Context: an optimization exercise on an open-source flow, tuned for small area, a short achievable clock period and few clock cycles per item. The choices shown serve that exercise and are no tape-out recipe. Function was not checked in any run shown here: the RTL went through the layout flow alone. Power and IR drop assume default switching activity.

==> design/flow/design.v <==
module tab0_0(input [3:0] a, output [13:0] c);
  localparam [15:0] Tc0 = 16'h0116;
  assign c[0] = Tc0[a];
  localparam [15:0] Tc1 = 16'h0116;
  assign c[1] = Tc1[a];
  localparam [15:0] Tc2 = 16'h6880;
  assign c[2] = Tc2[a];
  localparam [15:0] Tc3 = 16'h7ee8;
  assign c[3] = Tc3[a];
  localparam [15:0] Tc4 = 16'he996;
  assign c[4] = Tc4[a];
  localparam [15:0] Tc5 = 16'h7ee8;
  assign c[5] = Tc5[a];
  localparam [15:0] Tc6 = 16'he996;
  assign c[6] = Tc6[a];
  localparam [15:0] Tc7 = 16'h177e;
  assign c[7] = Tc7[a];
  localparam [15:0] Tc8 = 16'h9668;
  assign c[8] = Tc8[a];
  localparam [15:0] Tc9 = 16'h8116;
  assign c[9] = Tc9[a];
  localparam [15:0] Tc10 = 16'h1668;
  assign c[10] = Tc10[a];
  localparam [15:0] Tc11 = 16'he880;
  assign c[11] = Tc11[a];
  localparam [15:0] Tc12 = 16'h0000;
  assign c[12] = Tc12[a];
  localparam [15:0] Tc13 = 16'h0000;
  assign c[13] = Tc13[a];
endmodule
module tab0_1(input [3:0] a, output [13:0] c);
  localparam [15:0] Tc0 = 16'h381c;
  assign c[0] = Tc0[a];
  localparam [15:0] Tc1 = 16'h65ba;
  assign c[1] = Tc1[a];
  localparam [15:0] Tc2 = 16'h20ba;
  assign c[2] = Tc2[a];
  localparam [15:0] Tc3 = 16'h1c86;
  assign c[3] = Tc3[a];
  localparam [15:0] Tc4 = 16'h5924;
  assign c[4] = Tc4[a];
  localparam [15:0] Tc5 = 16'h5d04;
  assign c[5] = Tc5[a];
  localparam [15:0] Tc6 = 16'h08ae;
  assign c[6] = Tc6[a];
  localparam [15:0] Tc7 = 16'h6138;
  assign c[7] = Tc7[a];
  localparam [15:0] Tc8 = 16'h7130;
  assign c[8] = Tc8[a];
  localparam [15:0] Tc9 = 16'h4d0c;
  assign c[9] = Tc9[a];
  localparam [15:0] Tc10 = 16'h18a6;
  assign c[10] = Tc10[a];
  localparam [15:0] Tc11 = 16'h08ae;
  assign c[11] = Tc11[a];
  localparam [15:0] Tc12 = 16'h08ae;
  assign c[12] = Tc12[a];
  localparam [15:0] Tc13 = 16'h08ae;
  assign c[13] = Tc13[a];
endmodule
module tab0_2(input [3:0] a, output [13:0] c);
  localparam [15:0] Tc0 = 16'h6996;
  assign c[0] = Tc0[a];
  localparam [15:0] Tc1 = 16'h2902;
  assign c[1] = Tc1[a];
  localparam [15:0] Tc2 = 16'h4094;
  assign c[2] = Tc2[a];
  localparam [15:0] Tc3 = 16'h42d4;
  assign c[3] = Tc3[a];
  localparam [15:0] Tc4 = 16'h2942;
  assign c[4] = Tc4[a];
  localparam [15:0] Tc5 = 16'h4294;
  assign c[5] = Tc5[a];
  localparam [15:0] Tc6 = 16'h2942;
  assign c[6] = Tc6[a];
  localparam [15:0] Tc7 = 16'h2b02;
  assign c[7] = Tc7[a];
  localparam [15:0] Tc8 = 16'h4294;
  assign c[8] = Tc8[a];
  localparam [15:0] Tc9 = 16'h2942;
  assign c[9] = Tc9[a];
  localparam [15:0] Tc10 = 16'h4294;
  assign c[10] = Tc10[a];
  localparam [15:0] Tc11 = 16'h40d4;
  assign c[11] = Tc11[a];
  localparam [15:0] Tc12 = 16'h40d4;
  assign c[12] = Tc12[a];
  localparam [15:0] Tc13 = 16'h40d4;
  assign c[13] = Tc13[a];
endmodule
module tab0_3(input [3:0] a, output [13:0] c);
  localparam [15:0] Tc0 = 16'h45a2;
  assign c[0] = Tc0[a];
  localparam [15:0] Tc1 = 16'h793c;
  assign c[1] = Tc1[a];
  localparam [15:0] Tc2 = 16'h7130;
  assign c[2] = Tc2[a];
  localparam [15:0] Tc3 = 16'h249a;
  assign c[3] = Tc3[a];
  localparam [15:0] Tc4 = 16'h1c86;
  assign c[4] = Tc4[a];
  localparam [15:0] Tc5 = 16'h0c8e;
  assign c[5] = Tc5[a];
  localparam [15:0] Tc6 = 16'h30b2;
  assign c[6] = Tc6[a];
  localparam [15:0] Tc7 = 16'h5924;
  assign c[7] = Tc7[a];
  localparam [15:0] Tc8 = 16'h5d04;
  assign c[8] = Tc8[a];
  localparam [15:0] Tc9 = 16'h08ae;
  assign c[9] = Tc9[a];
  localparam [15:0] Tc10 = 16'h3492;
  assign c[10] = Tc10[a];
  localparam [15:0] Tc11 = 16'h30b2;
  assign c[11] = Tc11[a];
  localparam [15:0] Tc12 = 16'h30b2;
  assign c[12] = Tc12[a];
  localparam [15:0] Tc13 = 16'h30b2;
  assign c[13] = Tc13[a];
endmodule
module tab2_0(input [3:0] a, output [13:0] c);
  localparam [15:0] Tc0 = 16'h3432;
  assign c[0] = Tc0[a];
  localparam [15:0] Tc1 = 16'h3032;
  assign c[1] = Tc1[a];
  localparam [15:0] Tc2 = 16'h3fc2;
  assign c[2] = Tc2[a];
  localparam [15:0] Tc3 = 16'h5964;
  assign c[3] = Tc3[a];
  localparam [15:0] Tc4 = 16'h52b4;
  assign c[4] = Tc4[a];
  localparam [15:0] Tc5 = 16'h5f04;
  assign c[5] = Tc5[a];
  localparam [15:0] Tc6 = 16'hc992;
  assign c[6] = Tc6[a];
  localparam [15:0] Tc7 = 16'h0b42;
  assign c[7] = Tc7[a];
  localparam [15:0] Tc8 = 16'h5158;
  assign c[8] = Tc8[a];
  localparam [15:0] Tc9 = 16'h9d9c;
  assign c[9] = Tc9[a];
  localparam [15:0] Tc10 = 16'h1ee0;
  assign c[10] = Tc10[a];
  localparam [15:0] Tc11 = 16'he000;
  assign c[11] = Tc11[a];
  localparam [15:0] Tc12 = 16'h0000;
  assign c[12] = Tc12[a];
  localparam [15:0] Tc13 = 16'h0000;
  assign c[13] = Tc13[a];
endmodule
module tab2_1(input [3:0] a, output [13:0] c);
  localparam [15:0] Tc0 = 16'h0ff0;
  assign c[0] = Tc0[a];
  localparam [15:0] Tc1 = 16'h0f00;
  assign c[1] = Tc1[a];
  localparam [15:0] Tc2 = 16'h3ccc;
  assign c[2] = Tc2[a];
  localparam [15:0] Tc3 = 16'h9a5a;
  assign c[3] = Tc3[a];
  localparam [15:0] Tc4 = 16'h239c;
  assign c[4] = Tc4[a];
  localparam [15:0] Tc5 = 16'hcc10;
  assign c[5] = Tc5[a];
  localparam [15:0] Tc6 = 16'ha54a;
  assign c[6] = Tc6[a];
  localparam [15:0] Tc7 = 16'h500a;
  assign c[7] = Tc7[a];
  localparam [15:0] Tc8 = 16'h0ffa;
  assign c[8] = Tc8[a];
  localparam [15:0] Tc9 = 16'h5550;
  assign c[9] = Tc9[a];
  localparam [15:0] Tc10 = 16'hcc36;
  assign c[10] = Tc10[a];
  localparam [15:0] Tc11 = 16'hccfe;
  assign c[11] = Tc11[a];
  localparam [15:0] Tc12 = 16'hccfe;
  assign c[12] = Tc12[a];
  localparam [15:0] Tc13 = 16'hccfe;
  assign c[13] = Tc13[a];
endmodule
module tab2_2(input [3:0] a, output [13:0] c);
  localparam [15:0] Tc0 = 16'h6666;
  assign c[0] = Tc0[a];
  localparam [15:0] Tc1 = 16'heeee;
  assign c[1] = Tc1[a];
  localparam [15:0] Tc2 = 16'hb4b4;
  assign c[2] = Tc2[a];
  localparam [15:0] Tc3 = 16'h37c8;
  assign c[3] = Tc3[a];
  localparam [15:0] Tc4 = 16'h6d5a;
  assign c[4] = Tc4[a];
  localparam [15:0] Tc5 = 16'h85a0;
  assign c[5] = Tc5[a];
  localparam [15:0] Tc6 = 16'h9c66;
  assign c[6] = Tc6[a];
  localparam [15:0] Tc7 = 16'h2644;
  assign c[7] = Tc7[a];
  localparam [15:0] Tc8 = 16'h6222;
  assign c[8] = Tc8[a];
  localparam [15:0] Tc9 = 16'hdd22;
  assign c[9] = Tc9[a];
  localparam [15:0] Tc10 = 16'h5a78;
  assign c[10] = Tc10[a];
  localparam [15:0] Tc11 = 16'h5070;
  assign c[11] = Tc11[a];
  localparam [15:0] Tc12 = 16'h5070;
  assign c[12] = Tc12[a];
  localparam [15:0] Tc13 = 16'h5070;
  assign c[13] = Tc13[a];
endmodule
module tab2_3(input [3:0] a, output [13:0] c);
  localparam [15:0] Tc0 = 16'h33cc;
  assign c[0] = Tc0[a];
  localparam [15:0] Tc1 = 16'hffcc;
  assign c[1] = Tc1[a];
  localparam [15:0] Tc2 = 16'h99aa;
  assign c[2] = Tc2[a];
  localparam [15:0] Tc3 = 16'h1ef0;
  assign c[3] = Tc3[a];
  localparam [15:0] Tc4 = 16'h8666;
  assign c[4] = Tc4[a];
  localparam [15:0] Tc5 = 16'he888;
  assign c[5] = Tc5[a];
  localparam [15:0] Tc6 = 16'hc33c;
  assign c[6] = Tc6[a];
  localparam [15:0] Tc7 = 16'hf330;
  assign c[7] = Tc7[a];
  localparam [15:0] Tc8 = 16'hc0fc;
  assign c[8] = Tc8[a];
  localparam [15:0] Tc9 = 16'h300c;
  assign c[9] = Tc9[a];
  localparam [15:0] Tc10 = 16'h969a;
  assign c[10] = Tc10[a];
  localparam [15:0] Tc11 = 16'hb2ba;
  assign c[11] = Tc11[a];
  localparam [15:0] Tc12 = 16'hb2ba;
  assign c[12] = Tc12[a];
  localparam [15:0] Tc13 = 16'hb2ba;
  assign c[13] = Tc13[a];
endmodule
module tab1_0(input [7:0] a, output [13:0] h, output [13:0] l);
  localparam [15:0] Th0 = 16'h6996;
  assign h[0] = Th0[a[7:4]];
  localparam [15:0] Th1 = 16'h177e;
  assign h[1] = Th1[a[7:4]];
  localparam [15:0] Th2 = 16'hf00e;
  assign h[2] = Th2[a[7:4]];
  localparam [15:0] Th3 = 16'h9968;
  assign h[3] = Th3[a[7:4]];
  localparam [15:0] Th4 = 16'h4bda;
  assign h[4] = Th4[a[7:4]];
  localparam [15:0] Th5 = 16'ha1a0;
  assign h[5] = Th5[a[7:4]];
  localparam [15:0] Th6 = 16'hf1f0;
  assign h[6] = Th6[a[7:4]];
  localparam [15:0] Th7 = 16'h3d3c;
  assign h[7] = Th7[a[7:4]];
  localparam [15:0] Th8 = 16'h5756;
  assign h[8] = Th8[a[7:4]];
  localparam [15:0] Th9 = 16'hfffe;
  assign h[9] = Th9[a[7:4]];
  localparam [15:0] Th10 = 16'h9668;
  assign h[10] = Th10[a[7:4]];
  localparam [15:0] Th11 = 16'he880;
  assign h[11] = Th11[a[7:4]];
  localparam [15:0] Th12 = 16'h0000;
  assign h[12] = Th12[a[7:4]];
  localparam [15:0] Th13 = 16'h0000;
  assign h[13] = Th13[a[7:4]];
  localparam [15:0] Tl0 = 16'h33cc;
  assign l[0] = Tl0[a[3:0]];
  localparam [15:0] Tl1 = 16'h3cf0;
  assign l[1] = Tl1[a[3:0]];
  localparam [15:0] Tl2 = 16'h6aaa;
  assign l[2] = Tl2[a[3:0]];
  localparam [15:0] Tl3 = 16'hb3cc;
  assign l[3] = Tl3[a[3:0]];
  localparam [15:0] Tl4 = 16'hcc00;
  assign l[4] = Tl4[a[3:0]];
  localparam [15:0] Tl5 = 16'h9696;
  assign l[5] = Tl5[a[3:0]];
  localparam [15:0] Tl6 = 16'hb2b2;
  assign l[6] = Tl6[a[3:0]];
  localparam [15:0] Tl7 = 16'he718;
  assign l[7] = Tl7[a[3:0]];
  localparam [15:0] Tl8 = 16'hc4dc;
  assign l[8] = Tl8[a[3:0]];
  localparam [15:0] Tl9 = 16'h07e0;
  assign l[9] = Tl9[a[3:0]];
  localparam [15:0] Tl10 = 16'hf800;
  assign l[10] = Tl10[a[3:0]];
  localparam [15:0] Tl11 = 16'h0000;
  assign l[11] = Tl11[a[3:0]];
  localparam [15:0] Tl12 = 16'h0000;
  assign l[12] = Tl12[a[3:0]];
  localparam [15:0] Tl13 = 16'h0000;
  assign l[13] = Tl13[a[3:0]];
endmodule
module tab1_1(input [7:0] a, output [13:0] h, output [13:0] l);
  localparam [15:0] Th0 = 16'h9966;
  assign h[0] = Th0[a[7:4]];
  localparam [15:0] Th1 = 16'h1188;
  assign h[1] = Th1[a[7:4]];
  localparam [15:0] Th2 = 16'h4b5a;
  assign h[2] = Th2[a[7:4]];
  localparam [15:0] Th3 = 16'h38c6;
  assign h[3] = Th3[a[7:4]];
  localparam [15:0] Th4 = 16'h6ea8;
  assign h[4] = Th4[a[7:4]];
  localparam [15:0] Th5 = 16'h1696;
  assign h[5] = Th5[a[7:4]];
  localparam [15:0] Th6 = 16'h54d4;
  assign h[6] = Th6[a[7:4]];
  localparam [15:0] Th7 = 16'h5b24;
  assign h[7] = Th7[a[7:4]];
  localparam [15:0] Th8 = 16'h93c8;
  assign h[8] = Th8[a[7:4]];
  localparam [15:0] Th9 = 16'h1300;
  assign h[9] = Th9[a[7:4]];
  localparam [15:0] Th10 = 16'h8a66;
  assign h[10] = Th10[a[7:4]];
  localparam [15:0] Th11 = 16'h8aee;
  assign h[11] = Th11[a[7:4]];
  localparam [15:0] Th12 = 16'h8aee;
  assign h[12] = Th12[a[7:4]];
  localparam [15:0] Th13 = 16'h8aee;
  assign h[13] = Th13[a[7:4]];
  localparam [15:0] Tl0 = 16'hc33c;
  assign l[0] = Tl0[a[3:0]];
  localparam [15:0] Tl1 = 16'h65a6;
  assign l[1] = Tl1[a[3:0]];
  localparam [15:0] Tl2 = 16'h89c8;
  assign l[2] = Tl2[a[3:0]];
  localparam [15:0] Tl3 = 16'hc23c;
  assign l[3] = Tl3[a[3:0]];
  localparam [15:0] Tl4 = 16'hcf0c;
  assign l[4] = Tl4[a[3:0]];
  localparam [15:0] Tl5 = 16'h9aa6;
  assign l[5] = Tl5[a[3:0]];
  localparam [15:0] Tl6 = 16'h75ae;
  assign l[6] = Tl6[a[3:0]];
  localparam [15:0] Tl7 = 16'h0f5e;
  assign l[7] = Tl7[a[3:0]];
  localparam [15:0] Tl8 = 16'hf00e;
  assign l[8] = Tl8[a[3:0]];
  localparam [15:0] Tl9 = 16'ha554;
  assign l[9] = Tl9[a[3:0]];
  localparam [15:0] Tl10 = 16'hc968;
  assign l[10] = Tl10[a[3:0]];
  localparam [15:0] Tl11 = 16'h0180;
  assign l[11] = Tl11[a[3:0]];
  localparam [15:0] Tl12 = 16'h0100;
  assign l[12] = Tl12[a[3:0]];
  localparam [15:0] Tl13 = 16'h0100;
  assign l[13] = Tl13[a[3:0]];
endmodule
module tab1_2(input [7:0] a, output [13:0] h, output [13:0] l);
  localparam [15:0] Th0 = 16'h6996;
  assign h[0] = Th0[a[7:4]];
  localparam [15:0] Th1 = 16'h188e;
  assign h[1] = Th1[a[7:4]];
  localparam [15:0] Th2 = 16'ha224;
  assign h[2] = Th2[a[7:4]];
  localparam [15:0] Th3 = 16'h6992;
  assign h[3] = Th3[a[7:4]];
  localparam [15:0] Th4 = 16'he87e;
  assign h[4] = Th4[a[7:4]];
  localparam [15:0] Th5 = 16'h2432;
  assign h[5] = Th5[a[7:4]];
  localparam [15:0] Th6 = 16'hecfe;
  assign h[6] = Th6[a[7:4]];
  localparam [15:0] Th7 = 16'he30e;
  assign h[7] = Th7[a[7:4]];
  localparam [15:0] Th8 = 16'hdcc2;
  assign h[8] = Th8[a[7:4]];
  localparam [15:0] Th9 = 16'h33ce;
  assign h[9] = Th9[a[7:4]];
  localparam [15:0] Th10 = 16'h5a94;
  assign h[10] = Th10[a[7:4]];
  localparam [15:0] Th11 = 16'h50d4;
  assign h[11] = Th11[a[7:4]];
  localparam [15:0] Th12 = 16'h50d4;
  assign h[12] = Th12[a[7:4]];
  localparam [15:0] Th13 = 16'h50d4;
  assign h[13] = Th13[a[7:4]];
  localparam [15:0] Tl0 = 16'h5a5a;
  assign l[0] = Tl0[a[3:0]];
  localparam [15:0] Tl1 = 16'hc6c6;
  assign l[1] = Tl1[a[3:0]];
  localparam [15:0] Tl2 = 16'h0df2;
  assign l[2] = Tl2[a[3:0]];
  localparam [15:0] Tl3 = 16'h5558;
  assign l[3] = Tl3[a[3:0]];
  localparam [15:0] Tl4 = 16'h0f0a;
  assign l[4] = Tl4[a[3:0]];
  localparam [15:0] Tl5 = 16'h669c;
  assign l[5] = Tl5[a[3:0]];
  localparam [15:0] Tl6 = 16'hb42c;
  assign l[6] = Tl6[a[3:0]];
  localparam [15:0] Tl7 = 16'hfb0c;
  assign l[7] = Tl7[a[3:0]];
  localparam [15:0] Tl8 = 16'h55a6;
  assign l[8] = Tl8[a[3:0]];
  localparam [15:0] Tl9 = 16'h3362;
  assign l[9] = Tl9[a[3:0]];
  localparam [15:0] Tl10 = 16'h6978;
  assign l[10] = Tl10[a[3:0]];
  localparam [15:0] Tl11 = 16'h7170;
  assign l[11] = Tl11[a[3:0]];
  localparam [15:0] Tl12 = 16'h7170;
  assign l[12] = Tl12[a[3:0]];
  localparam [15:0] Tl13 = 16'h7170;
  assign l[13] = Tl13[a[3:0]];
endmodule
module tab1_3(input [7:0] a, output [13:0] h, output [13:0] l);
  localparam [15:0] Th0 = 16'h6996;
  assign h[0] = Th0[a[7:4]];
  localparam [15:0] Th1 = 16'hb224;
  assign h[1] = Th1[a[7:4]];
  localparam [15:0] Th2 = 16'hccc8;
  assign h[2] = Th2[a[7:4]];
  localparam [15:0] Th3 = 16'h6996;
  assign h[3] = Th3[a[7:4]];
  localparam [15:0] Th4 = 16'h188e;
  assign h[4] = Th4[a[7:4]];
  localparam [15:0] Th5 = 16'h077e;
  assign h[5] = Th5[a[7:4]];
  localparam [15:0] Th6 = 16'h00fe;
  assign h[6] = Th6[a[7:4]];
  localparam [15:0] Th7 = 16'haa54;
  assign h[7] = Th7[a[7:4]];
  localparam [15:0] Th8 = 16'h0fa4;
  assign h[8] = Th8[a[7:4]];
  localparam [15:0] Th9 = 16'hf004;
  assign h[9] = Th9[a[7:4]];
  localparam [15:0] Th10 = 16'h9692;
  assign h[10] = Th10[a[7:4]];
  localparam [15:0] Th11 = 16'hb2b2;
  assign h[11] = Th11[a[7:4]];
  localparam [15:0] Th12 = 16'hb2b2;
  assign h[12] = Th12[a[7:4]];
  localparam [15:0] Th13 = 16'hb2b2;
  assign h[13] = Th13[a[7:4]];
  localparam [15:0] Tl0 = 16'h6666;
  assign l[0] = Tl0[a[3:0]];
  localparam [15:0] Tl1 = 16'h11ee;
  assign l[1] = Tl1[a[3:0]];
  localparam [15:0] Tl2 = 16'h5ab4;
  assign l[2] = Tl2[a[3:0]];
  localparam [15:0] Tl3 = 16'h6cc8;
  assign l[3] = Tl3[a[3:0]];
  localparam [15:0] Tl4 = 16'he666;
  assign l[4] = Tl4[a[3:0]];
  localparam [15:0] Tl5 = 16'h4bb4;
  assign l[5] = Tl5[a[3:0]];
  localparam [15:0] Tl6 = 16'h155e;
  assign l[6] = Tl6[a[3:0]];
  localparam [15:0] Tl7 = 16'hc3c2;
  assign l[7] = Tl7[a[3:0]];
  localparam [15:0] Tl8 = 16'hcfce;
  assign l[8] = Tl8[a[3:0]];
  localparam [15:0] Tl9 = 16'hfc02;
  assign l[9] = Tl9[a[3:0]];
  localparam [15:0] Tl10 = 16'h6664;
  assign l[10] = Tl10[a[3:0]];
  localparam [15:0] Tl11 = 16'h4444;
  assign l[11] = Tl11[a[3:0]];
  localparam [15:0] Tl12 = 16'h4444;
  assign l[12] = Tl12[a[3:0]];
  localparam [15:0] Tl13 = 16'h4444;
  assign l[13] = Tl13[a[3:0]];
endmodule
module tab3_0(input [7:0] a, output [13:0] h, output [13:0] l);
  localparam [15:0] Th0 = 16'h0ff0;
  assign h[0] = Th0[a[7:4]];
  localparam [15:0] Th1 = 16'ha5aa;
  assign h[1] = Th1[a[7:4]];
  localparam [15:0] Th2 = 16'h9c66;
  assign h[2] = Th2[a[7:4]];
  localparam [15:0] Th3 = 16'hb0d2;
  assign h[3] = Th3[a[7:4]];
  localparam [15:0] Th4 = 16'hbf02;
  assign h[4] = Th4[a[7:4]];
  localparam [15:0] Th5 = 16'h2664;
  assign h[5] = Th5[a[7:4]];
  localparam [15:0] Th6 = 16'hfb44;
  assign h[6] = Th6[a[7:4]];
  localparam [15:0] Th7 = 16'hc378;
  assign h[7] = Th7[a[7:4]];
  localparam [15:0] Th8 = 16'h0380;
  assign h[8] = Th8[a[7:4]];
  localparam [15:0] Th9 = 16'h595a;
  assign h[9] = Th9[a[7:4]];
  localparam [15:0] Th10 = 16'hf40a;
  assign h[10] = Th10[a[7:4]];
  localparam [15:0] Th11 = 16'h000a;
  assign h[11] = Th11[a[7:4]];
  localparam [15:0] Th12 = 16'h000a;
  assign h[12] = Th12[a[7:4]];
  localparam [15:0] Th13 = 16'h000a;
  assign h[13] = Th13[a[7:4]];
  localparam [15:0] Tl0 = 16'h6996;
  assign l[0] = Tl0[a[3:0]];
  localparam [15:0] Tl1 = 16'hd442;
  assign l[1] = Tl1[a[3:0]];
  localparam [15:0] Tl2 = 16'hf0f2;
  assign l[2] = Tl2[a[3:0]];
  localparam [15:0] Tl3 = 16'h9964;
  assign l[3] = Tl3[a[3:0]];
  localparam [15:0] Tl4 = 16'hbb22;
  assign l[4] = Tl4[a[3:0]];
  localparam [15:0] Tl5 = 16'hdd44;
  assign l[5] = Tl5[a[3:0]];
  localparam [15:0] Tl6 = 16'h77ee;
  assign l[6] = Tl6[a[3:0]];
  localparam [15:0] Tl7 = 16'h00ee;
  assign l[7] = Tl7[a[3:0]];
  localparam [15:0] Tl8 = 16'h6688;
  assign l[8] = Tl8[a[3:0]];
  localparam [15:0] Tl9 = 16'h22aa;
  assign l[9] = Tl9[a[3:0]];
  localparam [15:0] Tl10 = 16'he196;
  assign l[10] = Tl10[a[3:0]];
  localparam [15:0] Tl11 = 16'h1f7e;
  assign l[11] = Tl11[a[3:0]];
  localparam [15:0] Tl12 = 16'hfffe;
  assign l[12] = Tl12[a[3:0]];
  localparam [15:0] Tl13 = 16'hfffe;
  assign l[13] = Tl13[a[3:0]];
endmodule
module tab3_1(input [7:0] a, output [13:0] h, output [13:0] l);
  localparam [15:0] Th0 = 16'h33cc;
  assign h[0] = Th0[a[7:4]];
  localparam [15:0] Th1 = 16'hc3f0;
  assign h[1] = Th1[a[7:4]];
  localparam [15:0] Th2 = 16'h9596;
  assign h[2] = Th2[a[7:4]];
  localparam [15:0] Th3 = 16'h2ad4;
  assign h[3] = Th3[a[7:4]];
  localparam [15:0] Th4 = 16'h3318;
  assign h[4] = Th4[a[7:4]];
  localparam [15:0] Th5 = 16'h5a86;
  assign h[5] = Th5[a[7:4]];
  localparam [15:0] Th6 = 16'hc642;
  assign h[6] = Th6[a[7:4]];
  localparam [15:0] Th7 = 16'ha8a8;
  assign h[7] = Th7[a[7:4]];
  localparam [15:0] Th8 = 16'hff00;
  assign h[8] = Th8[a[7:4]];
  localparam [15:0] Th9 = 16'h0ff0;
  assign h[9] = Th9[a[7:4]];
  localparam [15:0] Th10 = 16'hcc3c;
  assign h[10] = Th10[a[7:4]];
  localparam [15:0] Th11 = 16'hccfc;
  assign h[11] = Th11[a[7:4]];
  localparam [15:0] Th12 = 16'hccfc;
  assign h[12] = Th12[a[7:4]];
  localparam [15:0] Th13 = 16'hccfc;
  assign h[13] = Th13[a[7:4]];
  localparam [15:0] Tl0 = 16'h6996;
  assign l[0] = Tl0[a[3:0]];
  localparam [15:0] Tl1 = 16'h2b42;
  assign l[1] = Tl1[a[3:0]];
  localparam [15:0] Tl2 = 16'hd402;
  assign l[2] = Tl2[a[3:0]];
  localparam [15:0] Tl3 = 16'h6994;
  assign l[3] = Tl3[a[3:0]];
  localparam [15:0] Tl4 = 16'he78e;
  assign l[4] = Tl4[a[3:0]];
  localparam [15:0] Tl5 = 16'h1f7e;
  assign l[5] = Tl5[a[3:0]];
  localparam [15:0] Tl6 = 16'h0f0e;
  assign l[6] = Tl6[a[3:0]];
  localparam [15:0] Tl7 = 16'h6968;
  assign l[7] = Tl7[a[3:0]];
  localparam [15:0] Tl8 = 16'hdbda;
  assign l[8] = Tl8[a[3:0]];
  localparam [15:0] Tl9 = 16'ha1a0;
  assign l[9] = Tl9[a[3:0]];
  localparam [15:0] Tl10 = 16'h9866;
  assign l[10] = Tl10[a[3:0]];
  localparam [15:0] Tl11 = 16'h88ee;
  assign l[11] = Tl11[a[3:0]];
  localparam [15:0] Tl12 = 16'h88ee;
  assign l[12] = Tl12[a[3:0]];
  localparam [15:0] Tl13 = 16'h88ee;
  assign l[13] = Tl13[a[3:0]];
endmodule
module tab3_2(input [7:0] a, output [13:0] h, output [13:0] l);
  localparam [15:0] Th0 = 16'h9696;
  assign h[0] = Th0[a[7:4]];
  localparam [15:0] Th1 = 16'h17e8;
  assign h[1] = Th1[a[7:4]];
  localparam [15:0] Th2 = 16'h18f0;
  assign h[2] = Th2[a[7:4]];
  localparam [15:0] Th3 = 16'h8666;
  assign h[3] = Th3[a[7:4]];
  localparam [15:0] Th4 = 16'he888;
  assign h[4] = Th4[a[7:4]];
  localparam [15:0] Th5 = 16'h55aa;
  assign h[5] = Th5[a[7:4]];
  localparam [15:0] Th6 = 16'h5500;
  assign h[6] = Th6[a[7:4]];
  localparam [15:0] Th7 = 16'h99cc;
  assign h[7] = Th7[a[7:4]];
  localparam [15:0] Th8 = 16'hbbaa;
  assign h[8] = Th8[a[7:4]];
  localparam [15:0] Th9 = 16'h22cc;
  assign h[9] = Th9[a[7:4]];
  localparam [15:0] Th10 = 16'h3cf0;
  assign h[10] = Th10[a[7:4]];
  localparam [15:0] Th11 = 16'h30f0;
  assign h[11] = Th11[a[7:4]];
  localparam [15:0] Th12 = 16'h30f0;
  assign h[12] = Th12[a[7:4]];
  localparam [15:0] Th13 = 16'h30f0;
  assign h[13] = Th13[a[7:4]];
  localparam [15:0] Tl0 = 16'ha55a;
  assign l[0] = Tl0[a[3:0]];
  localparam [15:0] Tl1 = 16'h0a50;
  assign l[1] = Tl1[a[3:0]];
  localparam [15:0] Tl2 = 16'h339c;
  assign l[2] = Tl2[a[3:0]];
  localparam [15:0] Tl3 = 16'h694a;
  assign l[3] = Tl3[a[3:0]];
  localparam [15:0] Tl4 = 16'h24fa;
  assign l[4] = Tl4[a[3:0]];
  localparam [15:0] Tl5 = 16'he3c6;
  assign l[5] = Tl5[a[3:0]];
  localparam [15:0] Tl6 = 16'h10ce;
  assign l[6] = Tl6[a[3:0]];
  localparam [15:0] Tl7 = 16'h66a8;
  assign l[7] = Tl7[a[3:0]];
  localparam [15:0] Tl8 = 16'h78f0;
  assign l[8] = Tl8[a[3:0]];
  localparam [15:0] Tl9 = 16'h70f0;
  assign l[9] = Tl9[a[3:0]];
  localparam [15:0] Tl10 = 16'hd5aa;
  assign l[10] = Tl10[a[3:0]];
  localparam [15:0] Tl11 = 16'hffaa;
  assign l[11] = Tl11[a[3:0]];
  localparam [15:0] Tl12 = 16'hffaa;
  assign l[12] = Tl12[a[3:0]];
  localparam [15:0] Tl13 = 16'hffaa;
  assign l[13] = Tl13[a[3:0]];
endmodule
module tab3_3(input [7:0] a, output [13:0] h, output [13:0] l);
  localparam [15:0] Th0 = 16'h5a5a;
  assign h[0] = Th0[a[7:4]];
  localparam [15:0] Th1 = 16'h3636;
  assign h[1] = Th1[a[7:4]];
  localparam [15:0] Th2 = 16'hcd32;
  assign h[2] = Th2[a[7:4]];
  localparam [15:0] Th3 = 16'h5a68;
  assign h[3] = Th3[a[7:4]];
  localparam [15:0] Th4 = 16'hfada;
  assign h[4] = Th4[a[7:4]];
  localparam [15:0] Th5 = 16'h39c6;
  assign h[5] = Th5[a[7:4]];
  localparam [15:0] Th6 = 16'h073e;
  assign h[6] = Th6[a[7:4]];
  localparam [15:0] Th7 = 16'haa54;
  assign h[7] = Th7[a[7:4]];
  localparam [15:0] Th8 = 16'h5a0e;
  assign h[8] = Th8[a[7:4]];
  localparam [15:0] Th9 = 16'h9c98;
  assign h[9] = Th9[a[7:4]];
  localparam [15:0] Th10 = 16'hbaba;
  assign h[10] = Th10[a[7:4]];
  localparam [15:0] Th11 = 16'hbaba;
  assign h[11] = Th11[a[7:4]];
  localparam [15:0] Th12 = 16'hbaba;
  assign h[12] = Th12[a[7:4]];
  localparam [15:0] Th13 = 16'hbaba;
  assign h[13] = Th13[a[7:4]];
  localparam [15:0] Tl0 = 16'h6996;
  assign l[0] = Tl0[a[3:0]];
  localparam [15:0] Tl1 = 16'h4d24;
  assign l[1] = Tl1[a[3:0]];
  localparam [15:0] Tl2 = 16'h2b62;
  assign l[2] = Tl2[a[3:0]];
  localparam [15:0] Tl3 = 16'h8e78;
  assign l[3] = Tl3[a[3:0]];
  localparam [15:0] Tl4 = 16'h33bc;
  assign l[4] = Tl4[a[3:0]];
  localparam [15:0] Tl5 = 16'hcc30;
  assign l[5] = Tl5[a[3:0]];
  localparam [15:0] Tl6 = 16'hccfc;
  assign l[6] = Tl6[a[3:0]];
  localparam [15:0] Tl7 = 16'h3c0c;
  assign l[7] = Tl7[a[3:0]];
  localparam [15:0] Tl8 = 16'hf30c;
  assign l[8] = Tl8[a[3:0]];
  localparam [15:0] Tl9 = 16'hff0c;
  assign l[9] = Tl9[a[3:0]];
  localparam [15:0] Tl10 = 16'h969a;
  assign l[10] = Tl10[a[3:0]];
  localparam [15:0] Tl11 = 16'hb2ba;
  assign l[11] = Tl11[a[3:0]];
  localparam [15:0] Tl12 = 16'hb2ba;
  assign l[12] = Tl12[a[3:0]];
  localparam [15:0] Tl13 = 16'hb2ba;
  assign l[13] = Tl13[a[3:0]];
endmodule
`timescale 1ns / 1ps
module add_up(
    input [14:0] in,
    output [17:0] out1,output [17:0] out2,
    output [17:0] out4,output [17:0] out3,
    input clk,
    input rst,
    input in_valid,
    output in_ready,
    output out_valid
    );
assign in_ready = 1'b1;
reg  [14:0] in_r;
reg         v_r;         
reg  [3:0]  cnt;         
reg         dir;         
reg         pact;        
reg  [3:0]  pj;          
reg         shift;       
reg         pv;          
reg  [3:0]  cnt_n, pj_n;
reg         dir_n, pact_n, v_n;
always @(*) begin
    cnt_n = cnt; pj_n = pj; dir_n = dir; pact_n = pact;
    v_n = in_valid & ~rst;
    if (pv) begin
        pj_n = pj + 4'd1;
        if (pj == 4'd15) pact_n = 1'b0;
    end
    if (v_r) begin
        cnt_n = cnt + 4'd1;
        if (cnt == 4'd15) begin
            dir_n = ~dir; pact_n = 1'b1; pj_n = 4'd0;
        end
    end
    if (rst) begin
        cnt_n = 4'd0; pj_n = 4'd0; dir_n = 1'b0; pact_n = 1'b0;
    end
end
wire shift_n = v_n | (pact_n & (cnt_n == 4'd0));
always @(posedge clk) begin
    in_r  <= in;
    v_r   <= v_n;
    cnt   <= cnt_n; pj <= pj_n; dir <= dir_n; pact <= pact_n;
    shift <= shift_n;
    pv    <= shift_n & pact_n;
end
wire [15:0] p;           
dct_array ua(.clk(clk), .shift(shift), .dir(dir), .smp(in_r), .p(p));
wire [3:0] x0b, x2b;     
wire [7:0] db;           
dct_serial us(.clk(clk), .pv(pv), .first(pj == 4'd0), .p(p), .x0b(x0b), .x2b(x2b), .db(db));
wire [3:0] a0 = {x0b[0], x0b[1], x0b[2], x0b[3]};      
wire [3:0] a2 = {x2b[0], x2b[1], x2b[2], x2b[3]};
wire [7:0] a1 = {db[0], db[1], db[2], db[3], db[4], db[5], db[6], db[7]};
reg  [7:0] XO [0:3];     
reg  [7:0] XE [0:3];     
reg  [3:0] V;            
reg  [3:0] J [0:3];      
integer i;
always @(posedge clk) begin
    XO[0] <= a1; XE[0] <= {a0, a2}; J[0] <= pj;
    for (i = 1; i < 4; i = i + 1) begin XO[i] <= XO[i - 1]; XE[i] <= XE[i - 1]; J[i] <= J[i - 1]; end
    if (rst) V <= 4'd0;
    else     V <= {V[2:0], pv};
end
wire [12:0] res [0:15];  
reg  [3:0]  fin;         
genvar k;
generate
    for (k = 0; k < 4; k = k + 1) begin : grp
        wire [13:0] c0w, c2w, h1, l1, h3, l3;
        reg         first, last;
        reg  [15:0] mask;                    
        wire [3:0]  jp = (k == 0) ? pj : J[(k == 0) ? 0 : k - 1];
        if (k == 0) begin : t0
            tab0_0 u0(XE[0][7:4], c0w); tab1_0 u1(XO[0], h1, l1);
            tab2_0 u2(XE[0][3:0], c2w); tab3_0 u3(XO[0], h3, l3);
        end else if (k == 1) begin : t1
            tab0_1 u0(XE[1][7:4], c0w); tab1_1 u1(XO[1], h1, l1);
            tab2_1 u2(XE[1][3:0], c2w); tab3_1 u3(XO[1], h3, l3);
        end else if (k == 2) begin : t2
            tab0_2 u0(XE[2][7:4], c0w); tab1_2 u1(XO[2], h1, l1);
            tab2_2 u2(XE[2][3:0], c2w); tab3_2 u3(XO[2], h3, l3);
        end else begin : t3
            tab0_3 u0(XE[3][7:4], c0w); tab1_3 u1(XO[3], h1, l1);
            tab2_3 u2(XE[3][3:0], c2w); tab3_3 u3(XO[3], h3, l3);
        end
        genvar b;
        for (b = 0; b < 16; b = b + 1) begin : mk
            always @(posedge clk) mask[b] <= (jp >= 15 - b);
        end
        always @(posedge clk) begin
            first <= (jp == 4'd0);
            last  <= (jp == 4'd15);
            if (rst) fin[k] <= 1'b0;
            else     fin[k] <= V[k] & last;
        end
        dct_acc1 r0(.clk(clk), .v(V[k]), .first(first), .last(last), .mask(mask), .c(c0w), .res(res[4 * k + 0]));
        dct_acc2 r1(.clk(clk), .v(V[k]), .first(first), .last(last), .mask(mask), .h(h1), .l(l1), .res(res[4 * k + 1]));
        dct_acc1 r2(.clk(clk), .v(V[k]), .first(first), .last(last), .mask(mask), .c(c2w), .res(res[4 * k + 2]));
        dct_acc2 r3(.clk(clk), .v(V[k]), .first(first), .last(last), .mask(mask), .h(h3), .l(l3), .res(res[4 * k + 3]));
    end
endgenerate
reg [12:0] o1, o2, o3, o4;
reg        ov;
always @(posedge clk) begin
    if (rst) ov <= 1'b0;
    else     ov <= |fin;
    o1 <= ({13{fin[0]}} & res[0])  | ({13{fin[1]}} & res[4])  | ({13{fin[2]}} & res[8])  | ({13{fin[3]}} & res[12]);
    o2 <= ({13{fin[0]}} & res[1])  | ({13{fin[1]}} & res[5])  | ({13{fin[2]}} & res[9])  | ({13{fin[3]}} & res[13]);
    o3 <= ({13{fin[0]}} & res[2])  | ({13{fin[1]}} & res[6])  | ({13{fin[2]}} & res[10]) | ({13{fin[3]}} & res[14]);
    o4 <= ({13{fin[0]}} & res[3])  | ({13{fin[1]}} & res[7])  | ({13{fin[2]}} & res[11]) | ({13{fin[3]}} & res[15]);
end
assign out_valid = ov;
assign out1 = {o1, 5'd0};
assign out2 = {o2, 5'd0};
assign out3 = {o3, 5'd0};
assign out4 = {o4, 5'd0};
endmodule
module dct_array(
    input clk, input shift, input dir, input [14:0] smp,
    output [15:0] p
    );
reg  [15:0] M [0:15];
wire [15:0] inb;
genvar r, c;
generate
    for (c = 0; c < 16; c = c + 1) begin : ib
        if (c == 0) begin : z
            assign inb[c] = 1'b0;
        end else begin : b
            assign inb[c] = smp[15 - c];
        end
    end
    for (r = 0; r < 16; r = r + 1) begin : row
        for (c = 0; c < 16; c = c + 1) begin : col
            wire dn = (r == 0) ? inb[c] : M[(r == 0) ? 0 : r - 1][c];
            wire rt = (c == 0) ? inb[r] : M[r][(c == 0) ? 0 : c - 1];
            always @(posedge clk)
                if (shift) M[r][c] <= dir ? rt : dn;
        end
    end
    for (c = 0; c < 16; c = c + 1) begin : pl
        assign p[c] = dir ? M[15 - c][15] : M[15][15 - c];
    end
endgenerate
endmodule
module dct_serial(
    input clk, input pv, input first, input [15:0] p,
    output [3:0] x0b, output [3:0] x2b, output [7:0] db
    );
reg  [7:0] cs, cd;
reg  [3:0] c0, c2;
wire [7:0] sb;
wire [7:0] cs_in = first ? 8'h00 : cs;
wire [7:0] cd_in = first ? 8'hff : cd;
wire [3:0] c0_in = first ? 4'h0 : c0;
wire [3:0] c2_in = first ? 4'hf : c2;
wire [7:0] ncs, ncd;
wire [3:0] nc0, nc2;
genvar m;
generate
    for (m = 0; m < 8; m = m + 1) begin : sa
        wire a = p[m], b = p[15 - m];
        assign sb[m]  = a ^ b ^ cs_in[m];
        assign ncs[m] = (a & b) | (a & cs_in[m]) | (b & cs_in[m]);
        assign db[m]  = a ^ ~b ^ cd_in[m];
        assign ncd[m] = (a & ~b) | (a & cd_in[m]) | (~b & cd_in[m]);
    end
    for (m = 0; m < 4; m = m + 1) begin : sb2
        wire a = sb[m], b = sb[7 - m];
        assign x0b[m] = a ^ b ^ c0_in[m];
        assign nc0[m] = (a & b) | (a & c0_in[m]) | (b & c0_in[m]);
        assign x2b[m] = a ^ ~b ^ c2_in[m];
        assign nc2[m] = (a & ~b) | (a & c2_in[m]) | (~b & c2_in[m]);
    end
endgenerate
always @(posedge clk)
    if (pv) begin
        cs <= ncs; cd <= ncd; c0 <= nc0; c2 <= nc2;
    end
endmodule
module dct_acc1(
    input clk, input v, input first, input last, input [15:0] mask,
    input [13:0] c, output [12:0] res
    );
reg  [15:0] R;
wire [15:0] cx   = {{2{c[13]}}, c} ^ {16{last}};
wire [15:0] sum;
dct_add16 ad(.a({R[15], R[15:1]}), .b(cx), .cin(last), .s(sum));
always @(posedge clk)
    if (v) R <= {first ? c[13] : sum[15], sum[14:0] & mask[14:0]};
assign res = R[12:0];
endmodule
module dct_acc2(
    input clk, input v, input first, input last, input [15:0] mask,
    input [13:0] h, input [13:0] l, output [12:0] res
    );
reg  [15:0] R;
wire [15:0] hx   = {{2{h[13]}}, h} ^ {16{last}};
wire [15:0] lx   = {{2{l[13]}}, l} ^ {16{last}};
wire [15:0] base = first ? 16'd0 : {R[15], R[15:1]};
wire [15:0] s1   = base ^ hx ^ lx;
wire [15:0] c1   = (base & hx) | (base & lx) | (hx & lx);
wire [15:0] sum;
dct_add16 ad(.a(s1), .b({c1[14:0], last}), .cin(last), .s(sum));    
always @(posedge clk)
    if (v) R <= sum & mask;
assign res = R[12:0];
endmodule
module dct_add16(input [15:0] a, input [15:0] b, input cin, output [15:0] s);
reg [15:0] g, pp;
wire [15:0] p = a ^ b;
integer i, d;
always @(*) begin
    g  = a & b;
    g[0] = g[0] | (p[0] & cin);
    pp = p;
    for (d = 1; d < 16; d = d * 2)
        for (i = 2 * d - 1; i < 16; i = i + 2 * d) begin
            g[i]  = g[i] | (pp[i] & g[i - d]);
            pp[i] = pp[i] & pp[i - d];
        end
    for (d = 4; d >= 1; d = d / 2)
        for (i = 3 * d - 1; i < 16; i = i + 2 * d) begin
            g[i]  = g[i] | (pp[i] & g[i - d]);
            pp[i] = pp[i] & pp[i - d];
        end
end
assign s = p ^ {g[14:0], cin};
endmodule
==> design/flow/run.sh <==
#!/bin/bash
# synth_recipe.tcl (not shown) runs the flow's synth.tcl, then flattens the netlist and writes it again
# the make line also repeats each setting of config.mk as NAME=value (left out here)
make -C /OpenROAD-flow-scripts/flow DESIGN_CONFIG=/design/flow/config.mk WORK_HOME=/design/flow/orfs CLKGATE_MAP_FILE= SYNTH_SCRIPT=/design/flow/synth_recipe.tcl finish
==> design/flow/config.mk <==
export PLATFORM = sky130hd
export DESIGN_NAME = add_up
export DESIGN_NICKNAME = add_up
export VERILOG_FILES = /design/flow/design.v
export SDC_FILE = /design/flow/constraint.sdc
export NUM_CORES = 8
export LEC_CHECK = 0
export CAP_MARGIN = 50
export CORE_MARGIN = 2
export CORE_UTILIZATION = 25
export SLEW_MARGIN = 50
==> design/flow/constraint.sdc <==
create_clock -name core_clock -period 9.0 [get_ports {clk}]
set_input_delay 1.8000 -clock core_clock [delete_from_list [all_inputs] [get_ports {clk}]]
set_output_delay 1.8000 -clock core_clock [all_outputs]
set_load 0.01 [all_outputs]
==> results of run 1 <==
## report_power, final
group          switching, uW  leakage [uW]  internal (uW)
combinational           1450        0.0125           1180
sequential               147       0.00661           3830
clock                   1560       0.00144           2080
## how the worst max path moves through the flow
stage / cells after the start / endpoint / slack (ps) / startpoint
finish: 16 / grp[1].r1.R[13]$_DFFE_PP_ / 3990 / XO[1][5]$_DFF_P_
global route: 16 / grp[1].r1.R[13]$_DFFE_PP_ / 3590 / XO[1][5]$_DFF_P_
CTS: 15 / grp[1].r1.R[15]$_DFFE_PP_ / 4040 / XO[1][0]$_DFF_P_
detailed placement: 15 / grp[1].r1.R[15]$_DFFE_PP_ / 4050 / XO[1][0]$_DFF_P_
global placement: 14 / grp[0].r3.R[15]$_DFFE_PP_ / 4120 / XO[0][6]$_DFF_P_
floorplan: 0 / ua.M[0][10]$_DFFE_PP_ / 2500 / shift$_DFF_P_
## flip-flops by register name (all words and copies together) (netlist names), 13 cells and up
register and count:
o2 13, XO 32, grp.r3.R 64, o4 13
o1 13, ua.M 255, XE 32, grp.r2.R 64
grp.r1.R 64, grp.mask 56, o3 13, grp.r0.R 64
in_r 15
## stage by stage
step,worst slack [ps],utilization (%)
global placement,4120,26.9
finish,3990,28.5
global route,3590,28.5
floorplan,2500,-
CTS,4040,28.4
detailed placement,4050,26.9
## layout make-up
| type | count | area (sq um) | share of cell area [%] |
|---|---|---|---|
| Clock buffer | 119 | 2480 | 4.47 |
| Clock inverter | 45 | 458 | 0.824 |
| Inverter | 301 | 1130 | 2.03 |
| Multi-Input combinational cell | 3011 | 26400 | 47.6 |
| Sequential cell | 764 | 20700 | 37.2 |
| Tap cell | 2624 | 3280 | 5.91 |
| Timing Repair Buffer | 106 | 1080 | 1.94 |
## layer usage
layer | up-vias | routed length [um]
met5 | - | 0
met4 | 0 | 5540
li1 | 14629 | -
met2 | 579 | 57300
met3 | 180 | 4610
met1 | 15151 | 52200
## cell families after synthesis
| logic type | count (synthesis) | synth area share (%) |
|---|---|---|
| AOI/OAI and AO/OA | 673 | 8.41 |
| xor gates and xnor gates | 427 | 7.64 |
| buffers and inverters | 511 | 4.42 |
| and+or+nand+nor | 938 | 9.96 |
| other | 2 | 0.0153 |
| muxes | 340 | 7.78 |
| adders and majority gates | 612 | 19.7 |
| DFF | 764 | 42.0 |
## critical path: stages (launching register included)
cell and delay [ps]:
dfxtp_1 660, inv_1 250, ha_1 440, nor2_1 350, a211oi_1 100, a21oi_1 180, xnor2_1 100, fa_1 530
inv_1 40, ha_1 330, a21oi_1 170, a21oi_1 120, a31oi_1 510, o21ai_0 220, fa_1 410, xor2_1 170
and2_1 150
## cells in the final DEF (no fill, tap or decap), types with 26 or more instances in the layout
cell type / instances
nor2_1: 124
ha_1: 341
dfxtp_2: 26
o21ai_0: 143
clkdlybuf4s50_1: 69
o21a_1: 37
a31oi_1: 32
clkbuf_16: 93
xor2_1: 67
a22oi_1: 109
and2_1: 165
nand2_1: 258
nor2b_1: 170
inv_1: 293
mux2_2: 262
xnor2_1: 352
edfxtp_1: 535
dfxtp_1: 201
mux2i_1: 70
fa_1: 271
nand2b_1: 118
a21oi_1: 231
==> impl_metrics.ini, run 1 <==
[run_status]
status = finished clean

[worst_setup_path]
crit_required_ps = 9440
arrival_ps = 5450
r2r_end = grp[1].r1.R[13]$_DFFE_PP_
r2r_cells = 16
start_kind = flip-flop
path_class = flip-flop to flip-flop
end_kind = flip-flop
r2r-start = XO[1][5]$_DFF_P_
cp_max_fo = 11
reg2reg_slack_ps = 3990

[yosys]
ys_seq_area_share_pct = 42.0
synth_edf_count = 535
synth_area_leaders = edfxtp_1 33%, fa_1 11%, dfxtp_1 9.3%
synthTopCellsByCount = 535 x edfxtp_1, 358 x xnor2_1, 341 x ha_1
synth_flop_cell = edfxtp_1
yosysWarnings = 13
yosysTopAreaCell = edfxtp_1
syn-instance-count = 4267
ys_types = 63
ys_ff_latch = 764
syn_area_sq_um = 49100
synth_most_common_cell = edfxtp_1
synth_top_area_share_pct = 32.7
syn_avg_cell_area_sq_um = 11.5
synthArstFlopShare_pct = 0

[timing]
slew_violations = 0
fin_crit_ps = 5010
fmax_ghz = 0.200
relSlewSlack_pct = 50.6
clock_skew_ps = 42.1
rsz0062_at_grt = false
setup_viol = 0
timing.final.hold_violations = 0
fin_crit_sh_pct = 55.7
fin_hold_ws_ps = 413
tns_ps = 0
tightest_slew_ps = 741

[clock_network]
clk_path_buf_depth = 3
cts.clk_slew.worst_paths_ps = 60
clk_latency_ps = 720
cts_max_level = 3
cts_buffers = 88
cts_tree = built
ctsResizeCount = 0
cts_sinks = 764
cts_root_buf = clkbuf_16
cts_hold_buffers = 0
post_cts_buffers = 0

[cells_and_area]
area_delta_synth_final_pct = 13.1
final_cells = 6970
postLayoutCellArea_sq_um = 55500
final_nets = 4902
drive_above_1_share_pct = 11.7
antenna_cells = 0
fillCellCount = 20017

[drt]
postRouteAntennaNets = 0
remaining_drc_errors = 0
finalWirelength_mm = 120
routed_via_density = 4.38
drt_iter0_markers = 2280
dr.pass1.iters = 6
vias = 30539
wire_per_inst_um = 17.2

[die]
initial_core_util_pct = 25.2
die_h_um = 447
pin_count = 92
die_area_sq_um = 200000
core-area_sq_um = 195000
rows = 162
dieWidth_um = 447

[power]
ir_drop_v = 0.000149
leakagePower_uw = 0.0206
total_power_uw = 10200
powerDensity_nw_per_um2 = 184

[hold_path]
hold_path_class = flip-flop to flip-flop
holdPathStages = 0
whs_endpoint = XE[1][4]$_DFF_P_
worstHoldStart = XE[0][4]$_DFF_P_

[global_routing]
grt_first_pass_wirelength_mm = 184
met3_usage_pct = 1.77
met1_usage_pct = 15.2
grt_max_degree = 90
grt_pass1_vias = 31070
grt_usage_pct = 11.9
gr-total-overflow = 0
grt_use_met2_pct = 19.9
antenna_found_initial = 4
busiest_layer = met2

[placement]
dp.cells = 6804
numPortBuffers = 70
dpl.hpwl_mm = 90.1
dpl_cell_area_sq_um = 52500
routabilityCongestion = 0.884

[job]
max_cap_violations = 0
==> run 2, diff against run 1 <==
--- a/design/flow/config.mk
+++ b/design/flow/config.mk
@@ -5,7 +5,9 @@
 export SDC_FILE = /design/flow/constraint.sdc
 export NUM_CORES = 8
 export LEC_CHECK = 0
+export ABC_CLOCK_PERIOD_IN_PS = 3500
 export CAP_MARGIN = 50
 export CORE_MARGIN = 2
-export CORE_UTILIZATION = 25
+export CORE_UTILIZATION = 40
+export SETUP_SLACK_MARGIN = 5
 export SLEW_MARGIN = 50
==> run 2 against run 1 <==
Maximum frequency up 24%. Sequential power about the same. Sequential share of layout area down 0.68 points. Final area up 2.4%. Final cell count down 13%. Setup slack better by 970 ps. Routed wire length up 2.2%. Die area down 37%. Register-to-register slack better by 970 ps. Global-route usage up 7.4 points. Clock skew down 5.3 ps. Combinational power up 13%. Critical path type unchanged.
==> impl_metrics.ini, run 2 <==
[run_status]
status = finished clean

[power]
p_int_uw = 7320
seq_power_share_pct = 37.2
ir_drop_v = 0.000150
combPwrFrac_pct = 27.8
total_power_uw = 10700
pwr-share-clk_pct = 35.0
switchingPower_uw = 3360
leakagePower_uw = 0.0214
swShare_pct = 31.5
powerDensity_nw_per_um2 = 188

[worst_setup_path]
start_kind = flip-flop
cp_cell_sequence = clkinvlp_4 -> ha_4 -> buf_6 -> buf_6 -> nor3_4 -> a21oi_2 -> xnor2_2 -> fa_1 -> inv_2 -> ha_4 -> nand2_4 -> a21oi_4 -> a31oi_4 -> o31a_1 -> fa_1 -> xor2_1 -> xnor2_1
cp_max_fo = 4
critical_path.endpoint = grp[1].r1.R[15]$_DFFE_PP_
crit_required_ps = 9440
r2r-start = XO[1][0]$_DFF_P_
end_kind = flip-flop
reg2reg_slack_ps = 4960
path_class = flip-flop to flip-flop
r2r_end = grp[1].r1.R[15]$_DFFE_PP_
arrival_ps = 4480
r2r_cells = 17
cp_slowest_cell = fa_1
max_stage_delay_ps = 570
critPathLaunch = XO[1][0]$_DFF_P_

[cells_and_area]
final_common_cell = edfxtp_1
largest_register_ffs = 255
final_cell_mix = 535 x edfxtp_1, 332 x xnor2_1, 301 x ha_1, 277 x inv_1, 262 x mux2_2
final_cells = 6079
top_register = ua.M
antenna_cells = 0
final_nets = 5010
area_delta_synth_final_pct = 15.8
drive_above_1_share_pct = 19.1

[yosys]
synth-compound-area-share_pct = 8.41
syn_area_sq_um = 49100
synth_top_area_share_pct = 32.7
yosys.area_share.simple_pct = 9.96
syn_avg_cell_area_sq_um = 11.5
synthArstFlopShare_pct = 0
yosysTopAreaCell = edfxtp_1
syn-instance-count = 4267
synthAdderAreaFrac_pct = 19.7
synth_top_family_by_area = adder cells
ys_ff_latch = 764
synth_flop_cell = edfxtp_1
synth_area_leaders = edfxtp_1 33%, fa_1 11%, dfxtp_1 9.3%
ys_types = 63
synthXorXnorAreaFrac_pct = 7.64
synthTopCellsByCount = 535 x edfxtp_1, 358 x xnor2_1, 341 x ha_1
ys_seq_area_share_pct = 42.0
synth_most_common_cell = edfxtp_1
synth_edf_count = 535
synthMuxAreaShare_pct = 7.78
yosysWarnings = 13

[global_routing]
grt_max_degree = 96
grt_usage_pct = 19.3
grt_pass1_vias = 31012
antenna_found_initial = 6
gr-total-overflow = 0
grt_first_pass_wirelength_mm = 187

[placement]
dp.cells = 5807
dpl.hpwl_mm = 88.1
numPortBuffers = 70
routabilityCongestion = 0.859

[hold_path]
hold_path_class = flip-flop to flip-flop
holdPathStages = 0

[timing]
fin_hold_ws_ps = 412
fin_crit_ps = 4040
tns_ps = 0
relSlewSlack_pct = 48.9
fmax_ghz = 0.248
clock_skew_ps = 36.8
timing.final.hold_violations = 0
rsz0062_at_grt = true
fin_crit_sh_pct = 44.9
setup_viol = 0
tightest_slew_ps = 766
slew_violations = 0

[clock_network]
clk_path_buf_depth = 3
cts_root_buf = clkbuf_16
cts_max_level = 3
cts_tree = built
clk_latency_ps = 690
cts.clk_slew.worst_paths_ps = 70
cts_sinks = 764
cts_buffers = 88

[die]
core-area_sq_um = 122000
die_h_um = 354
rows = 128
dieWidth_um = 354
pin_count = 92
die_area_sq_um = 126000
initial_core_util_pct = 40.3

[drt]
routed_via_density = 5.17
postRouteAntennaNets = 0
wire_per_inst_um = 20.1
remaining_drc_errors = 0
vias = 31410
dr.pass1.iters = 5
finalWirelength_mm = 122
drt_iter0_markers = 2923

[job]
max_cap_violations = 0
[run 2: cell types whose count changed in the layout (fill, tap and decap cells not counted), sizes merged]
cell | before | now
clkdlybuf4s50 | 69 | 70
clkbuf | 120 | 117
clkinv | 32 | 28
bufbuf | 0 | 1
bufinv | 4 | 6
clkinvlp | 3 | 13
inv | 307 | 303
buf | 36 | 141
[run 2: layout make-up]
| cell class | instances | area, sq um |
|---|---|---|
| Clock buffer | 115 | 2430 |
| Inverter | 301 | 1180 |
| Tap cell | 1625 | 2030 |
| Sequential cell | 764 | 20800 |
| Clock inverter | 49 | 611 |
| Fill cell | 10963 | 65000 |
| Timing Repair Buffer | 214 | 2140 |
| Multi-Input combinational cell | 3011 | 27700 |
[run 2: critical path: cells and delay by family (launching register included)]
family	cells	cell delay, ps
xor gates and xnor gates	3	470
buffers and inverters	4	480
and+or+nand+nor	2	240
adders and majority gates	4	1550
DFF	1	390
AOI/OAI and AO/OA	4	660
[run 2: kinds of logic (layout without fill, tap and decap cells)]
family                     count (synthesis)  count (layout)
xor gates and xnor gates                 427             427
muxes                                    340             340
adders and majority gates                612             612
AOI/OAI and AO/OA                        673             673
other                                      2              21
buffers and inverters                    511             679
and+or+nand+nor                          938             938
DFF                                      764             764
[run 2: power groups by stage]
stage	sequential, uW	clock [uW]	combinational, uW
finish	3980	3740	2970
global route	3990	3960	3360
CTS	3970	3830	2770
detailed placement	4060	0	2590
global placement	4060	0	2530
floorplan	3980	0	2120
[run 2: repair_timing]
action / in CTS / in global routing
hold buffers: 0 / 0
setup buffers: 58 / 47
endpoints found under the hold margin: 0 / 0
cloned: 1 / 0
endpoints found under the setup margin: 95 / 86
pin swaps: 30 / 62
resized for setup: 177 / 177
[run 2: how the worst min path moves through the flow]
stage	startpoint	to	slack [ps]
3_5_place_dp	XE[0][5]$_DFF_P_	XE[1][5]$_DFF_P_	420
4_1_cts	XO[0][5]$_DFF_P_	XO[1][5]$_DFF_P_	430
6_report	XE[0][5]$_DFF_P_	XE[1][5]$_DFF_P_	410
2_1_floorplan	XE[0][3]$_DFF_P_	XE[1][3]$_DFF_P_	330
3_3_place_gp	XE[2][4]$_DFF_P_	XE[3][4]$_DFF_P_	420
5_1_grt	XE[0][5]$_DFF_P_	XE[1][5]$_DFF_P_	430
[run 2: metal layers]
layer	share of wire, %	GRT usage (%)	routed length (um)	up-vias
li1	-	-	-	14876
met1	46	27.5	56300	15580
met2	46	30.3	55700	788
met3	5.6	3.08	6800	166
met4	2.8	5.37	3460	0
met5	0	0	0	-
[run 2: through the flow]
step / utilization [%] / cell area (sq um) / setup WS (ps)
3_3_place_gp: 42.0 / 51200 / 4240
3_5_place_dp: 42.2 / 51400 / 4250
2_1_floorplan: - / 49300 / 5000
4_1_cts: 45.7 / 55700 / 4900
6_report: 46.7 / 56900 / 4960
5_1_grt: 46.7 / 56900 / 4830
==> run 3, diff against run 2 <==
--- a/design/flow/config.mk
+++ b/design/flow/config.mk
@@ -5,7 +5,7 @@
 export SDC_FILE = /design/flow/constraint.sdc
 export NUM_CORES = 8
 export LEC_CHECK = 0
-export ABC_CLOCK_PERIOD_IN_PS = 3500
+export ABC_CLOCK_PERIOD_IN_PS = 2500
 export CAP_MARGIN = 50
 export CORE_MARGIN = 2
 export CORE_UTILIZATION = 40
==> run 3 against run 2 <==
Still clean. Synthesized cell count did not move. Global-route usage did not move. Total power unchanged. Combinational power barely moved. Register-to-register slack about the same. Die area unchanged. Clock power barely moved. Sequential cell count is the same. First-iteration DRC count is the same. Routed wire length is the same. Largest cell class unchanged. Largest power group unchanged.
==> impl_metrics.ini, run 3 <==
[timing]
relSlewSlack_pct = 48.9
fin_crit_ps = 4040
timing.final.hold_violations = 0
clock_skew_ps = 36.8
fmax_ghz = 0.248
fin_crit_sh_pct = 44.9
rsz0062_at_grt = true
setup_viol = 0
slew_violations = 0
tns_ps = 0
tightest_slew_ps = 766

[yosys]
yosys.area_share.simple_pct = 9.96
synth-compound-area-share_pct = 8.41
synthXorXnorAreaFrac_pct = 7.64
synthArstFlopShare_pct = 0
ys_types = 63
synthTopCellsByCount = 535 x edfxtp_1, 358 x xnor2_1, 341 x ha_1
synth_top_area_share_pct = 32.7
yosysWarnings = 13
ys_seq_area_share_pct = 42.0
syn-instance-count = 4267
synthMuxAreaShare_pct = 7.78
synth_edf_count = 535
synth_area_leaders = edfxtp_1 33%, fa_1 11%, dfxtp_1 9.3%
synthAdderAreaFrac_pct = 19.7
synth_most_common_cell = edfxtp_1
synth_flop_cell = edfxtp_1
ys_ff_latch = 764
syn_area_sq_um = 49100
yosysTopAreaCell = edfxtp_1
syn_avg_cell_area_sq_um = 11.5
synth_top_family_by_area = adder cells

[clock_network]
clk_path_buf_depth = 3
cts_hold_buffers = 0
cts_root_buf = clkbuf_16
cts_max_level = 3
cts_buffers = 88
clk_latency_ps = 690
cts_tree = built
cts.clk_slew.worst_paths_ps = 70
cts_sinks = 764

[cells_and_area]
final_common_cell = edfxtp_1
fillCellCount = 10963
largest_register_ffs = 255
final_nets = 5010
final_cell_mix = 535 x edfxtp_1, 332 x xnor2_1, 301 x ha_1, 277 x inv_1, 262 x mux2_2
finish.utilization_pct = 46.7
area_delta_synth_final_pct = 15.8
antenna_cells = 0
seqCellArea_sq_um = 20800
multiInputGateArea_sq_um = 27700
top_register = ua.M
drive_above_1_share_pct = 19.1

[worst_setup_path]
end_kind = flip-flop
start_kind = flip-flop
cp.buffers_inverters = 4
crit_required_ps = 9440
cp_max_fo = 4
r2r-start = XO[1][0]$_DFF_P_
arrival_ps = 4480
cp_cell_sequence = clkinvlp_4 -> ha_4 -> buf_6 -> buf_6 -> nor3_4 -> a21oi_2 -> xnor2_2 -> fa_1 -> inv_2 -> ha_4 -> nand2_4 -> a21oi_4 -> a31oi_4 -> o31a_1 -> fa_1 -> xor2_1 -> xnor2_1
critPathLaunch = XO[1][0]$_DFF_P_
critical_path.endpoint = grp[1].r1.R[15]$_DFFE_PP_
path_class = flip-flop to flip-flop
cp_slowest_cell = fa_1
critical_path.top_delay_family = adder cells
max_stage_delay_ps = 570
r2r_end = grp[1].r1.R[15]$_DFFE_PP_
reg2reg_slack_ps = 4960
r2r_cells = 17
crit_cells = 17

[drt]
routed_via_density = 5.17
postRouteAntennaNets = 0
dr.pass1.iters = 5
vias = 31410
wire_per_inst_um = 20.1
remaining_drc_errors = 0
finalWirelength_mm = 122
drt_iter0_markers = 2923

[global_routing]
grt_usage_pct = 19.3
grt_first_pass_wirelength_mm = 187
grt_max_degree = 96
gr-total-overflow = 0
grt_pass1_vias = 31012
antenna_found_initial = 6

[hold_path]
hold_path_class = flip-flop to flip-flop
worstHoldStart = XE[0][5]$_DFF_P_

[die]
initial_core_util_pct = 40.3
dieWidth_um = 354
die_area_sq_um = 126000
die_h_um = 354
pin_count = 92
rows = 128
core-area_sq_um = 122000

[placement]
numPortBuffers = 70
dpl.hpwl_mm = 88.1
routabilityCongestion = 0.859

[power]
powerDensity_nw_per_um2 = 188
leakagePower_uw = 0.0214
ir_drop_v = 0.000150

[job]
max_cap_violations = 0

[run_status]
status = finished clean
run 3: cell counts after synthesis:
Identical to the previous run, type by type.
run 3: worst min-delay path by stage:
stage                     cells past startpoint                to  slack (ps)
after global placement                        0  XE[3][4]$_DFF_P_         420
after CTS                                     0  XO[1][5]$_DFF_P_         430
after floorplan                               0  XE[1][3]$_DFF_P_         330
after global routing                          0  XE[1][5]$_DFF_P_         430
final                                         0  XE[1][5]$_DFF_P_         410
after detailed placement                      0  XE[1][5]$_DFF_P_         420
run 3: where the power goes:
| part | leakage (uW) | switching [uW] | internal [uW] |
|---|---|---|---|
| registers | 0.00662 | 146 | 3830 |
| clock network | 0.00147 | 1610 | 2130 |
| logic | 0.0133 | 1610 | 1360 |
run 3: final cells by class:
type | instances | share of cell area (%)
Clock buffer | 115 | 4.27
Clock inverter | 49 | 1.07
Timing Repair Buffer | 214 | 3.76
Tap cell | 1625 | 3.57
Inverter | 301 | 2.07
Sequential cell | 764 | 36.6
Multi-Input combinational cell | 3011 | 48.7
run 3: routing by layer:
| layer | up-vias | routed length [um] | global-route usage (%) |
|---|---|---|---|
| li1 | 14876 | - | - |
| met1 | 15580 | 56300 | 27.5 |
| met2 | 788 | 55700 | 30.3 |
| met3 | 166 | 6800 | 3.08 |
| met4 | 0 | 3460 | 5.37 |
| met5 | - | 0 | 0 |
run 3: repair_timing:
| action | 4_1_cts | 5_1_grt |
|---|---|---|
| buffers inserted | 58 | 47 |
| endpoints found under the setup margin | 95 | 86 |
| pin swaps | 30 | 62 |
| gates cloned | 1 | 0 |
| gates resized for setup | 177 | 177 |
run 3: logic make-up after synthesis:
group,Yosys count
fa+ha+maj,612
other cells,2
simple gates,938
mux,340
flops,764
xor+xnor,427
buf+inv,511
compound gates,673
run 3: stage by stage:
stage / instance area [sq um] / instances / hold slack, ps / worst slack (ps) / power, uW
floorplan: 49300 / 4286 / 326 / 5000 / 6100
global placement: 51200 / 5798 / 418 / 4240 / 6600
detailed placement: 51400 / 5807 / 424 / 4250 / 6660
CTS: 55700 / 6030 / 427 / 4900 / 10600
global route: 56900 / 6079 / 429 / 4830 / 11300
finish: 56900 / 6079 / 412 / 4960 / 10700

port drivers added, routing unchanged:
Ports are ideal in the flow. The routed layouts listed here were re-timed in OpenROAD. Step 1: set_driving_cell puts a clkbuf_16 on clk and a buf_2 on each other input, an assumption about the parent block. Step 2 times the ports against the registers' clock, not the clock port: input delays grow and output delays shrink by t, the midpoint of the rising clock arrivals with the driver on. a / b / c = no drivers / after step 1 / after step 2; a / b = the first two.
run | t (ns) | setup WS [ns] | worst setup path after step 2 | clock arrival spread, ns | worst register clock-pin slew, ns
run 1 | 0.764 | 3.991 / 3.991 / 3.991 | register to register | 0.056 / 0.057 | 0.07 / 0.07
run 2 | 0.742 | 4.961 / 4.961 / 4.961 | register to register | 0.045 / 0.045 | 0.07 / 0.07
run 3 | 0.742 | 4.961 / 4.961 / 4.961 | register to register | 0.045 / 0.045 | 0.07 / 0.07
After both steps every run listed still meets setup and hold.
